Source: an optimization exercise on an open RTL-to-GDS flow (aim: small area and a short achievable clock period). Production flows keep margins and buffers that such runs may drop. Where RTL was checked, it was by simulation tests only, not by an equivalence proof against the original.

==> trial 45 <==
==> flow/design.v (excerpt) <==
module tmr_lif_neuron (
    input signed [15:0] V_in1, V_in2, V_in3,
    input signed [15:0] I_in1, I_in2, I_in3,
    input signed [15:0] dt_tau,
    input wire clk, rst,
    output wire signed [15:0] V_out,
    output wire spike
);
    wire [16:0] dx = {dt_tau, 1'b0};
    wire [7:0] one, two, neg;
    genvar g;
    generate for (g = 0; g < 8; g = g + 1) begin : enc
        assign one[g] = dx[2*g+1] ^ dx[2*g];
        assign two[g] = (dx[2*g+2] & ~dx[2*g+1] & ~dx[2*g]) | (~dx[2*g+2] & dx[2*g+1] & dx[2*g]);
        assign neg[g] = dx[2*g+2];
    end endgenerate
    reg [2:0] c;
    reg [7:0] x1;
    wire [7:0] x1_d;
    reg [15:0] v1;
    fixed_point_q8_8 l1 (.V_in(V_in1), .I_in(I_in1), .one(one), .two(two), .neg(neg), .X(x1_d));
    wire [15:0] u1;
    add_u au1 (.a(v1), .b({{8{x1[7]}}, x1}), .s(u1));
    wire signed [15:0] r1 = c[0] ? 16'h0000 : u1;
    reg [7:0] x2;
    wire [7:0] x2_d;
    reg [15:0] v2;
    fixed_point_q8_8 l2 (.V_in(V_in2), .I_in(I_in2), .one(one), .two(two), .neg(neg), .X(x2_d));
  ...
export LEC_CHECK = 0
export ABC_AREA = 0
export CAP_MARGIN = 20
export CORE_MARGIN = 2
export CORE_UTILIZATION = 50
export CTS_BUF_LIST = sky130_fd_sc_hd__clkbuf_8
export PLACE_DENSITY = 0.8
export SETUP_SLACK_MARGIN = 5.0
export SLEW_MARGIN = 20
export SYNTH_HIERARCHICAL = 1
create_clock -name core_clock -period 13.0 [get_ports {clk}]
standard.sh (not shown) runs the stock make flow with config.mk's settings and CLKGATE_MAP_FILE= SYNTH_SCRIPT=/design/flow/synth_recipe.tcl, a recipe that flattens the netlist after the stock synthesis.
==> flow/flow/run.sh <==
#!/bin/bash
set -euo pipefail
bash standard.sh "BUFFER_PORTS_ARGS=-buffer_cell sky130_fd_sc_hd__buf_1" finish > make_finish.log 2>&1
==> inputs of build 86, as changes to trial 45 <==
==> flow/config.mk (replaced) <==
export PLATFORM = sky130hd
export DESIGN_NAME = tmr_lif_neuron
export DESIGN_NICKNAME = tmr_lif_neuron
export VERILOG_FILES = /design/flow/design.v
export SDC_FILE = /design/flow/constraint.sdc
export NUM_CORES = 4
export LEC_CHECK = 0
export ABC_AREA = 1
export CAP_MARGIN = 20
export CORE_MARGIN = 2
export CORE_UTILIZATION = 40
export CTS_BUF_LIST = sky130_fd_sc_hd__clkbuf_8
export PLACE_DENSITY = 0.8
export SETUP_SLACK_MARGIN = 5.0
export SLEW_MARGIN = 20
export SYNTH_HIERARCHICAL = 0
==> run summary <==
metric                                                              build 86                  trial 45
Result of the run                                    complete, no violations   complete, no violations
Total length of routed wires                                        52700 µm                  43100 µm
Max stage delay cell, worst path                       sky130_fd_sc_hd__fa_1  sky130_fd_sc_hd__a221o_2
Clk_skew                                                          0.00987 ns                 0.0179 ns
Largest stage delay, worst path                                      0.54 ns                   0.41 ns
Crit path kind                                                        in2reg                   reg2out
Final instance area                                                18000 µm²                 16500 µm²
Max-slew headroom at the worst pin                                     51.2%                     25.0%
NonClk Buf Share                                                       5.17%                     4.95%
Crit path required time                                             13.32 ns                  10.40 ns
Worst reg2reg path depth                                                  13                         9
Fraction of standard cell area in multi-input logic                    73.0%                     79.7%
Critical Path Stages                                                      46                        20
Measured slew at the worst slew-check pin                           0.732 ns                   1.12 ns
Endpoint of the worst hold path                                         c[2]                      c[0]


==> inputs of 08-01 <==
tmr_lif_neuron, a different RTL version from the one above (not shown whole).
clock: 13.0 ns
lec_check: 0
abc_area: 0
cap_margin: 20
core_margin: 2
core_utilization: 50
setup_slack_margin: 5.0
slew_margin: 20
synth_hierarchical: 1
==> flow/flow/run.sh <==
#!/bin/bash
set -euo pipefail
bash standard.sh "BUFFER_PORTS_ARGS=-buffer_cell sky130_fd_sc_hd__buf_1" SETUP_SLACK_MARGIN=5 finish > make_finish.log 2>&1
==> 01-20 (differences from 08-01) <==
==> flow/flow/run.sh (replaced) <==
#!/bin/bash
set -euo pipefail
bash standard.sh "BUFFER_PORTS_ARGS=-buffer_cell sky130_fd_sc_hd__buf_1" SETUP_SLACK_MARGIN=6 finish > make_finish.log 2>&1
==> run summary <==
Among cell families on the critical path, the largest total delay comes from adder cells. In this run the critical register-to-register path is captured at c[2]$_DFF_PP1_.

The via count of the first global-routing pass came out at 13.2k. The number of buffers inserted to repair setup after CTS is 4. The global-route met3 utilization is 5.13%.

The global-route usage over all layers came out at 26.3%. The flow ran to the end and the layout has no timing, DRC or antenna violations. The detailed-route via count came out at 12.9k.

The area of the multi-input gates came out at 13500 µm². STA classifies the critical path endpoint as a flop. The tightest hold path in the finished design has a slack of 737 ps. The minimum period implied by the final worst setup slack came out at 7800 ps. The slowest stage of the critical path belongs to the cell sky130_fd_sc_hd__fa_1.

The fill cell instance count of the final layout is 3037. The data required time at the worst endpoint is 13230 ps.
the above is filed under 08-01

==> run summary <==
The largest individual stage delay along the critical path comes from the cell sky130_fd_sc_hd__or3_4. After layout, the minimum clock period comes to 7600 ps. The width of the chip came out at 187 µm. The met1 wire length is 22400 µm. The die covers 34800 µm².

The largest delay contributor family on the critical path is simple AND/OR/NAND/NOR gates. The number of antenna violations at the first check in global routing came out at 1. The number of buffers inserted to repair setup after CTS came out at 143. Global routing used 4.16% of the available met3 tracks.

The via count of the first global-routing pass is 13.8k. On the worst path, the slowest cell contributes a delay of 430 ps. The detailed-route via count came out at 13.7k. Each instance of the synthesized netlist takes up on average 9.53 µm². The category of the worst setup path capture point is a primary output.

The flow ran to the end and the layout has no timing, DRC or antenna violations. The global-route usage over all layers came out at 28.4%. The area of the multi-input gates is 15200 µm². The smallest hold slack is 787 ps.
the above is filed under 01-20

No run of this note included a check of the RTL's function; only the layout flow was run.


==> run a: inputs <==
Another version of the RTL of tmr_lif_neuron (not shown whole).
==> module lif_neuron_q8_8, before the edit <==
module lif_neuron_q8_8 (
    input  wire [15:0] a, b, c,
    output wire [15:0] m
);
    wire ab, bc, ac;
    lt16 c0 (.a(a), .b(b), .y(ab));
    lt16 c1 (.a(b), .b(c), .y(bc));
    lt16 c2 (.a(a), .b(c), .y(ac));
    assign m = (ab == ac) ? ((ab == bc) ? b : c) : a;
endmodule
==> module tmr_lif_neuron, before the edit <==
module tmr_lif_neuron (
    input signed [15:0] V_in1, V_in2, V_in3,
    input signed [15:0] I_in1, I_in2, I_in3,
    input signed [15:0] dt_tau,
    input wire clk, rst,
    output wire signed [15:0] V_out,
    output wire spike
);
    wire [16:0] dx = {dt_tau, 1'b0};
    wire [7:0] one, two, neg;
    genvar g;
    generate for (g = 0; g < 8; g = g + 1) begin : enc
        assign one[g] = dx[2*g+1] ^ dx[2*g];
        assign two[g] = (dx[2*g+2] & ~dx[2*g+1] & ~dx[2*g]) | (~dx[2*g+2] & dx[2*g+1] & dx[2*g]);
        assign neg[g] = dx[2*g+2];
    end endgenerate
    reg [2:0] c;
    reg [7:0] x1;
    wire [7:0] x1_d;
    reg [15:0] v1;
    fixed_point_q8_8 l1 (.V_in(V_in1), .I_in(I_in1), .one(one), .two(two), .neg(neg), .X(x1_d));
    wire [15:0] u1;
    add_u au1 (.a(v1), .b({{8{x1[7]}}, x1}), .s(u1));
    wire signed [15:0] r1 = c[0] ? 16'h0000 : u1;
    reg [7:0] x2;
    wire [7:0] x2_d;
    reg [15:0] v2;
    fixed_point_q8_8 l2 (.V_in(V_in2), .I_in(I_in2), .one(one), .two(two), .neg(neg), .X(x2_d));
    wire [15:0] u2;
    add_u au2 (.a(v2), .b({{8{x2[7]}}, x2}), .s(u2));
    wire signed [15:0] r2 = c[1] ? 16'h0000 : u2;
    reg [7:0] x3;
    wire [7:0] x3_d;
    reg [15:0] v3;
    fixed_point_q8_8 l3 (.V_in(V_in3), .I_in(I_in3), .one(one), .two(two), .neg(neg), .X(x3_d));
    wire [15:0] u3;
    add_u au3 (.a(v3), .b({{8{x3[7]}}, x3}), .s(u3));
    wire signed [15:0] r3 = c[2] ? 16'h0000 : u3;
    lif_neuron_q8_8 vote (.a(r1), .b(r2), .c(r3), .m(V_out));
    assign spike = (c[0] & c[1]) | (c[1] & c[2]) | (c[0] & c[2]);
    always @(posedge clk or posedge rst) begin
        if (rst) begin
            c <= 3'b000;
            x1 <= 8'h0;
            v1 <= 16'h0;
            x2 <= 8'h0;
            v2 <= 16'h0;
            x3 <= 8'h0;
            v3 <= 16'h0;
        end else begin
            c <= {r3 >= 16'sh3200, r2 >= 16'sh3200, r1 >= 16'sh3200};
            x1 <= x1_d;
            v1 <= V_in1;
            x2 <= x2_d;
            v2 <= V_in2;
            x3 <= x3_d;
            v3 <= V_in3;
        end
    end
endmodule
export LEC_CHECK = 0
export ABC_AREA = 0
export CAP_MARGIN = 20
export CORE_MARGIN = 2
export CORE_UTILIZATION = 40
export SETUP_SLACK_MARGIN = 5
export SLEW_MARGIN = 20
export SYNTH_HIERARCHICAL = 1
create_clock -name core_clock -period 13.0 [get_ports {clk}]
run.sh (not shown) runs the stock make flow with config.mk's settings and CLKGATE_MAP_FILE= SYNTH_SCRIPT=/design/flow/synth_recipe.tcl, a recipe that flattens the netlist after the stock synthesis.
Stock flow here: none of the scripts above is used.
==> inputs of run b, as changes to run a <==
--- a/flow/design.v
+++ b/flow/design.v
@@ -6,14 +6,17 @@
 module ha (input wire a, b, output wire s, co);
     assign s = a ^ b;
     assign co = a & b;
 endmodule
 module mj (input wire a, b, c, output wire y);
     assign y = (a & b) | (a & c) | (b & c);
 endmodule
+module bsel (input wire one, two, neg, a, b, output wire y);
+    assign y = ((one & a) | (two & b)) ^ neg;
+endmodule
 module c8net (
     input wire [7:0] g,
     input wire [7:0] p,
     output wire [7:0] c
 );
     wire g_1 = g[1] | (p[1] & g[0]);
     wire p_1 = p[1] & p[0];
@@ -56,51 +59,63 @@
     wire p_5 = p[9] & p[8];
     wire g_6 = g[11] | (p[11] & g[10]);
     wire p_6 = p[11] & p[10];
     wire g_7 = g[13] | (p[13] & g[12]);
     wire p_7 = p[13] & p[12];
     wire g_8 = g[15] | (p[15] & g[14]);
     wire p_8 = p[15] & p[14];
-    wire g_9 = g_2 | (p_2 & g_1);
-    wire p_9 = p_2 & p_1;
-    wire g_10 = g_4 | (p_4 & g_3);
-    wire p_10 = p_4 & p_3;
-    wire g_11 = g_6 | (p_6 & g_5);
-    wire p_11 = p_6 & p_5;
-    wire g_12 = g_8 | (p_8 & g_7);
-    wire p_12 = p_8 & p_7;
-    wire g_13 = g_10 | (p_10 & g_9);
-    wire p_13 = p_10 & p_9;
-    wire g_14 = g_12 | (p_12 & g_11);
-    wire p_14 = p_12 & p_11;
-    wire g_15 = g_14 | (p_14 & g_13);
-    wire p_15 = p_14 & p_13;
-    wire g_16 = g_11 | (p_11 & g_13);
-    wire p_16 = p_11 & p_13;
-    wire g_17 = g_3 | (p_3 & g_9);
-    wire p_17 = p_3 & p_9;
-    wire g_18 = g_5 | (p_5 & g_13);
-    wire p_18 = p_5 & p_13;
-    wire g_19 = g_7 | (p_7 & g_16);
-    wire p_19 = p_7 & p_16;
-    wire g_20 = g[2] | (p[2] & g_1);
-    wire p_20 = p[2] & p_1;
-    wire g_21 = g[4] | (p[4] & g_9);
-    wire p_21 = p[4] & p_9;
-    wire g_22 = g[6] | (p[6] & g_17);
-    wire p_22 = p[6] & p_17;
-    wire g_23 = g[8] | (p[8] & g_13);
-    wire p_23 = p[8] & p_13;
-    wire g_24 = g[10] | (p[10] & g_18);
-    wire p_24 = p[10] & p_18;
-    wire g_25 = g[12] | (p[12] & g_16);
-    wire p_25 = p[12] & p_16;
-    wire g_26 = g[14] | (p[14] & g_19);
-    wire p_26 = p[14] & p_19;
-    assign c = {g_15, g_26, g_19, g_25, g_16, g_24, g_18, g_23, g_13, g_22, g_17, g_21, g_9, g_20, g_1, g[0]};
+    wire g_9 = g[2] | (p[2] & g_1);
+    wire p_9 = p[2] & p_1;
+    wire g_10 = g_2 | (p_2 & g_1);
+    wire p_10 = p_2 & p_1;
+    wire g_11 = g[6] | (p[6] & g_3);
+    wire p_11 = p[6] & p_3;
+    wire g_12 = g_4 | (p_4 & g_3);
+    wire p_12 = p_4 & p_3;
+    wire g_13 = g[10] | (p[10] & g_5);
+    wire p_13 = p[10] & p_5;
+    wire g_14 = g_6 | (p_6 & g_5);
+    wire p_14 = p_6 & p_5;
+    wire g_15 = g[14] | (p[14] & g_7);
+    wire p_15 = p[14] & p_7;
+    wire g_16 = g_8 | (p_8 & g_7);
+    wire p_16 = p_8 & p_7;
+    wire g_17 = g[4] | (p[4] & g_10);
+    wire p_17 = p[4] & p_10;
+    wire g_18 = g_3 | (p_3 & g_10);
+    wire p_18 = p_3 & p_10;
+    wire g_19 = g_11 | (p_11 & g_10);
+    wire p_19 = p_11 & p_10;
+    wire g_20 = g_12 | (p_12 & g_10);
+    wire p_20 = p_12 & p_10;
+    wire g_21 = g[12] | (p[12] & g_14);
+    wire p_21 = p[12] & p_14;
+    wire g_22 = g_7 | (p_7 & g_14);
+    wire p_22 = p_7 & p_14;
+    wire g_23 = g_15 | (p_15 & g_14);
+    wire p_23 = p_15 & p_14;
+    wire g_24 = g_16 | (p_16 & g_14);
+    wire p_24 = p_16 & p_14;
+    wire g_25 = g[8] | (p[8] & g_20);
+    wire p_25 = p[8] & p_20;
+    wire g_26 = g_5 | (p_5 & g_20);
+    wire p_26 = p_5 & p_20;
+    wire g_27 = g_13 | (p_13 & g_20);
+    wire p_27 = p_13 & p_20;
+    wire g_28 = g_14 | (p_14 & g_20);
+    wire p_28 = p_14 & p_20;
+    wire g_29 = g_21 | (p_21 & g_20);
+    wire p_29 = p_21 & p_20;
+    wire g_30 = g_22 | (p_22 & g_20);
+    wire p_30 = p_22 & p_20;
+    wire g_31 = g_23 | (p_23 & g_20);
+    wire p_31 = p_23 & p_20;
+    wire g_32 = g_24 | (p_24 & g_20);
+    wire p_32 = p_24 & p_20;
+    assign c = {g_32, g_31, g_30, g_29, g_28, g_27, g_26, g_25, g_20, g_19, g_18, g_17, g_10, g_9, g_1, g[0]};
 endmodule
 module add_s (
     input wire [15:0] a,
     input wire [15:0] b,
     output wire [15:0] s
 );
     wire [15:0] p0 = a ^ b;
@@ -238,21 +253,32 @@
             end
         end
     end endgenerate
     assign y = l[4][15];
 endmodule
 module lif_neuron_q8_8 (
     input  wire [15:0] a, b, c,
+    input  wire ca, cb, cc,
     output wire [15:0] m
 );
-    wire ab, bc, ac;
-    lt16 c0 (.a(a), .b(b), .y(ab));
-    lt16 c1 (.a(b), .b(c), .y(bc));
-    lt16 c2 (.a(a), .b(c), .y(ac));
-    assign m = (ab == ac) ? ((ab == bc) ? b : c) : a;
+    wire [15:0] ra = ca ? 16'h0000 : a;
+    wire [15:0] rb = cb ? 16'h0000 : b;
+    wire [15:0] rc = cc ? 16'h0000 : c;
+    wire uab, ubc, uac;
+    lt16 c0 (.a(a), .b(b), .y(uab));
+    lt16 c1 (.a(b), .b(c), .y(ubc));
+    lt16 c2 (.a(a), .b(c), .y(uac));
+    wire pa = ~a[15] & (|a), pb = ~b[15] & (|b), pc = ~c[15] & (|c);
+    wire ab = (ca & cb) ? 1'b0 : ca ? pb : cb ? a[15] : uab;
+    wire bc = (cb & cc) ? 1'b0 : cb ? pc : cc ? b[15] : ubc;
+    wire ac = (ca & cc) ? 1'b0 : ca ? pc : cc ? a[15] : uac;
+    wire sa = ab ^ ac;
+    wire sb = ~sa & ~(ab ^ bc);
+    wire sc = ~sa & (ab ^ bc);
+    assign m = ({16{sa}} & ra) | ({16{sb}} & rb) | ({16{sc}} & rc);
 endmodule
 `timescale 1ns / 1ps
 module fixed_point_q8_8 (
     input wire [15:0] V_in,
     input wire [15:0] I_in,
     input wire [7:0] one,
     input wire [7:0] two,
@@ -432,20 +458,26 @@
     fa ufs163 (.a(fc146), .b(fc148), .c(fs157), .s(fs163), .co(fc164));
     wire fs165, fc166;
     fa ufs165 (.a(fs159), .b(fs161), .c(fc150), .s(fs165), .co(fc166));
     wire fs167, fc168;
     fa ufs167 (.a(fs163), .b(fc152), .c(fs165), .s(fs167), .co(fc168));
     wire hs169, hc170;
     ha uhs169 (.a(fc154), .b(fs167), .s(hs169), .co(hc170));
-    wire fs171 = pp16 ^ pp30 ^ pp42;
-    wire fs173 = pp52 ^ pp60 ^ pp66;
-    wire fs175 = pp70 ^ pp72 ^ fc158;
-    wire fs177 = fc160 ^ fc162 ^ fs171;
-    wire fs179 = fs173 ^ fc164 ^ fs175;
-    wire fs181 = fs177 ^ fc166 ^ fs179;
+    wire fs171;
+    fa ufs171 (.a(pp16), .b(pp30), .c(pp42), .s(fs171), .co());
+    wire fs173;
+    fa ufs173 (.a(pp52), .b(pp60), .c(pp66), .s(fs173), .co());
+    wire fs175;
+    fa ufs175 (.a(pp70), .b(pp72), .c(fc158), .s(fs175), .co());
+    wire fs177;
+    fa ufs177 (.a(fc160), .b(fc162), .c(fs171), .s(fs177), .co());
+    wire fs179;
+    fa ufs179 (.a(fs173), .b(fc164), .c(fs175), .s(fs179), .co());
+    wire fs181;
+    fa ufs181 (.a(fs177), .b(fc166), .c(fs179), .s(fs181), .co());
     wire hs183 = fc168 ^ fs181;
     wire [7:0] ra = {hc170, hc156, fs153, hc132, hc122, hc112, fc104, fs103};
     wire [7:0] rb = {hs183, hs169, hs155, hs143, hs131, hs121, hs111, c8};
     wire [7:0] x;
     add_p ap (.a(ra), .b(rb), .s(x));
     assign X = x;
 endmodule
@@ -483,29 +515,28 @@
     reg [7:0] x3;
     wire [7:0] x3_d;
     reg [15:0] v3;
     fixed_point_q8_8 l3 (.V_in(V_in3), .I_in(I_in3), .one(one), .two(two), .neg(neg), .X(x3_d));
     wire [15:0] u3;
     add_u au3 (.a(v3), .b({{8{x3[7]}}, x3}), .s(u3));
     wire signed [15:0] r3 = c[2] ? 16'h0000 : u3;
-    lif_neuron_q8_8 vote (.a(r1), .b(r2), .c(r3), .m(V_out));
-    assign spike = (c[0] & c[1]) | (c[1] & c[2]) | (c[0] & c[2]);
+    lif_neuron_q8_8 vote (.a(u1), .b(u2), .c(u3), .ca(c[0]), .cb(c[1]), .cc(c[2]), .m(V_out));
+    reg rs;
+    assign spike = ~rs & ((c[0] & c[1]) | (c[1] & c[2]) | (c[0] & c[2]));
     always @(posedge clk or posedge rst) begin
         if (rst) begin
-            c <= 3'b000;
-            x1 <= 8'h0;
-            v1 <= 16'h0;
-            x2 <= 8'h0;
-            v2 <= 16'h0;
-            x3 <= 8'h0;
-            v3 <= 16'h0;
+            c <= 3'b111;
+            rs <= 1'b1;
         end else begin
             c <= {r3 >= 16'sh3200, r2 >= 16'sh3200, r1 >= 16'sh3200};
-            x1 <= x1_d;
-            v1 <= V_in1;
-            x2 <= x2_d;
-            v2 <= V_in2;
-            x3 <= x3_d;
-            v3 <= V_in3;
+            rs <= 1'b0;
         end
     end
+    always @(posedge clk) begin
+        x1 <= x1_d;
+        v1 <= V_in1;
+        x2 <= x2_d;
+        v2 <= V_in2;
+        x3 <= x3_d;
+        v3 <= V_in3;
+    end
 endmodule
==> flow/flow/run.sh (new file) <==
#!/bin/bash
set -euo pipefail
bash standard.sh "BUFFER_PORTS_ARGS=-buffer_cell sky130_fd_sc_hd__buf_1" finish > make_finish.log 2>&1
==> flow/standard.sh (new file) <==
#!/bin/bash
# synth_recipe.tcl (not shown) runs the flow's synth.tcl, then flattens the netlist and writes it again
# the make line also repeats each setting of config.mk as NAME=value (left out here)
make -C /OpenROAD-flow-scripts/flow DESIGN_CONFIG=/design/flow/config.mk WORK_HOME=/design/flow/orfs CLKGATE_MAP_FILE= SYNTH_SCRIPT=/design/flow/synth_recipe.tcl "${@:-finish}"
- PLACE_DENSITY: not set -> 0.8
- SETUP_SLACK_MARGIN: 5 -> 5.0
removed: flow/run.sh
==> inputs of run c, as changes to run a <==
--- a/flow/design.v
+++ b/flow/design.v
@@ -6,14 +6,17 @@
 module ha (input wire a, b, output wire s, co);
     assign s = a ^ b;
     assign co = a & b;
 endmodule
 module mj (input wire a, b, c, output wire y);
     assign y = (a & b) | (a & c) | (b & c);
 endmodule
+module bsel (input wire one, two, neg, a, b, output wire y);
+    assign y = ((one & a) | (two & b)) ^ neg;
+endmodule
 module c8net (
     input wire [7:0] g,
     input wire [7:0] p,
     output wire [7:0] c
 );
     wire g_1 = g[1] | (p[1] & g[0]);
     wire p_1 = p[1] & p[0];
@@ -238,21 +241,32 @@
             end
         end
     end endgenerate
     assign y = l[4][15];
 endmodule
 module lif_neuron_q8_8 (
     input  wire [15:0] a, b, c,
+    input  wire ca, cb, cc,
     output wire [15:0] m
 );
-    wire ab, bc, ac;
-    lt16 c0 (.a(a), .b(b), .y(ab));
-    lt16 c1 (.a(b), .b(c), .y(bc));
-    lt16 c2 (.a(a), .b(c), .y(ac));
-    assign m = (ab == ac) ? ((ab == bc) ? b : c) : a;
+    wire [15:0] ra = ca ? 16'h0000 : a;
+    wire [15:0] rb = cb ? 16'h0000 : b;
+    wire [15:0] rc = cc ? 16'h0000 : c;
+    wire uab, ubc, uac;
+    lt16 c0 (.a(a), .b(b), .y(uab));
+    lt16 c1 (.a(b), .b(c), .y(ubc));
+    lt16 c2 (.a(a), .b(c), .y(uac));
+    wire pa = ~a[15] & (|a), pb = ~b[15] & (|b), pc = ~c[15] & (|c);
+    wire ab = (ca & cb) ? 1'b0 : ca ? pb : cb ? a[15] : uab;
+    wire bc = (cb & cc) ? 1'b0 : cb ? pc : cc ? b[15] : ubc;
+    wire ac = (ca & cc) ? 1'b0 : ca ? pc : cc ? a[15] : uac;
+    wire sa = ab ^ ac;
+    wire sb = ~sa & ~(ab ^ bc);
+    wire sc = ~sa & (ab ^ bc);
+    assign m = ({16{sa}} & ra) | ({16{sb}} & rb) | ({16{sc}} & rc);
 endmodule
 `timescale 1ns / 1ps
 module fixed_point_q8_8 (
     input wire [15:0] V_in,
     input wire [15:0] I_in,
     input wire [7:0] one,
     input wire [7:0] two,
@@ -483,29 +497,28 @@
     reg [7:0] x3;
     wire [7:0] x3_d;
     reg [15:0] v3;
     fixed_point_q8_8 l3 (.V_in(V_in3), .I_in(I_in3), .one(one), .two(two), .neg(neg), .X(x3_d));
     wire [15:0] u3;
     add_u au3 (.a(v3), .b({{8{x3[7]}}, x3}), .s(u3));
     wire signed [15:0] r3 = c[2] ? 16'h0000 : u3;
-    lif_neuron_q8_8 vote (.a(r1), .b(r2), .c(r3), .m(V_out));
-    assign spike = (c[0] & c[1]) | (c[1] & c[2]) | (c[0] & c[2]);
+    lif_neuron_q8_8 vote (.a(u1), .b(u2), .c(u3), .ca(c[0]), .cb(c[1]), .cc(c[2]), .m(V_out));
+    reg rs;
+    assign spike = ~rs & ((c[0] & c[1]) | (c[1] & c[2]) | (c[0] & c[2]));
     always @(posedge clk or posedge rst) begin
         if (rst) begin
-            c <= 3'b000;
-            x1 <= 8'h0;
-            v1 <= 16'h0;
-            x2 <= 8'h0;
-            v2 <= 16'h0;
-            x3 <= 8'h0;
-            v3 <= 16'h0;
+            c <= 3'b111;
+            rs <= 1'b1;
         end else begin
             c <= {r3 >= 16'sh3200, r2 >= 16'sh3200, r1 >= 16'sh3200};
-            x1 <= x1_d;
-            v1 <= V_in1;
-            x2 <= x2_d;
-            v2 <= V_in2;
-            x3 <= x3_d;
-            v3 <= V_in3;
+            rs <= 1'b0;
         end
     end
+    always @(posedge clk) begin
+        x1 <= x1_d;
+        v1 <= V_in1;
+        x2 <= x2_d;
+        v2 <= V_in2;
+        x3 <= x3_d;
+        v3 <= V_in3;
+    end
 endmodule
- CORE_UTILIZATION: 40 -> 65
==> flow_summary_export.csv <==
group,metric,value,unit
run_status,outcome,"finished clean",
setup_path,crit_end,"V_out[6]",
place,gp_congestion,0.892,
sta,fin_crit,8.05,ns
yosys,synth_nets,2181,
cells_and_area,seqCellArea,1550,sq um
# the run above: run c

==> flow_summary_export.csv <==
group,metric,value,unit
sta,max_freq,128,MHz
yosys,synth_nets,2166,
min_path,holdPathStages,1,
place,gp_congestion,0.912,
setup_path,crit_end,"V_out[2]",
run_status,outcome,"finished clean",
grt,use_met2,35.8,%
cells_and_area,seqCellArea,1550,sq um
# the run above: run b

==> flow_summary_export.csv <==
group,metric,value,unit
run_status,outcome,"finished clean",
place,gp_congestion,0.926,
cells_and_area,seqCellArea,1880,sq um
sta,fin_crit,7.87,ns
# the run above: run a

==> afterwards: timing with drivers on the ports <==
No port has a modelled driver above. Below, the same layouts with a new extraction and two added sets of constraints.
Step 1: set_driving_cell puts a clkbuf_16 on clk and a buf_2 on each other input, an assumption about the parent block.
Step 2 times the ports against the registers' clock, not the clock port: input delays grow and output delays shrink by t, the midpoint of the rising clock arrivals with the driver on.
a / b / c = ideal ports / drivers / drivers and shift; a / b = the first two.
run	shift t [ns]	slack for setup (ns)	worst hold slack (ns)	latest minus earliest clock arrival (ns)	slew at the worst register clock pin (ns)
trial 45	0.413	5.159 / 5.121 / 4.851	0.757 / 0.757 / 0.757	0.025 / 0.025	0.10 / 0.10
build 86	0.451	4.301 / 4.303 / 3.853	0.724 / 0.724 / 0.724	0.015 / 0.015	0.10 / 0.10
08-01	0.390	5.199 / 5.166 / 4.809	0.737 / 0.737 / 0.737	0.012 / 0.013	0.07 / 0.07
01-20	0.398	5.404 / 5.352 / 5.248	0.787 / 0.787 / 0.787	0.016 / 0.015	0.07 / 0.07
run a	0.391	5.131 / 5.152 / 4.761	0.819 / 0.819 / 0.819	0.008 / 0.009	0.06 / 0.06
run b	0.404	5.212 / 5.168 / 4.852	0.727 / 0.727 / 0.727	0.011 / 0.011	0.07 / 0.07
run c	0.386	4.951 / 4.907 / 4.781	0.767 / 0.767 / 0.767	0.009 / 0.009	0.07 / 0.07
After both steps every run listed still meets setup and hold. For build 86, which loses most, drivers alone change the setup slack by +0.002 ns; drivers and shift together by -0.448 ns.
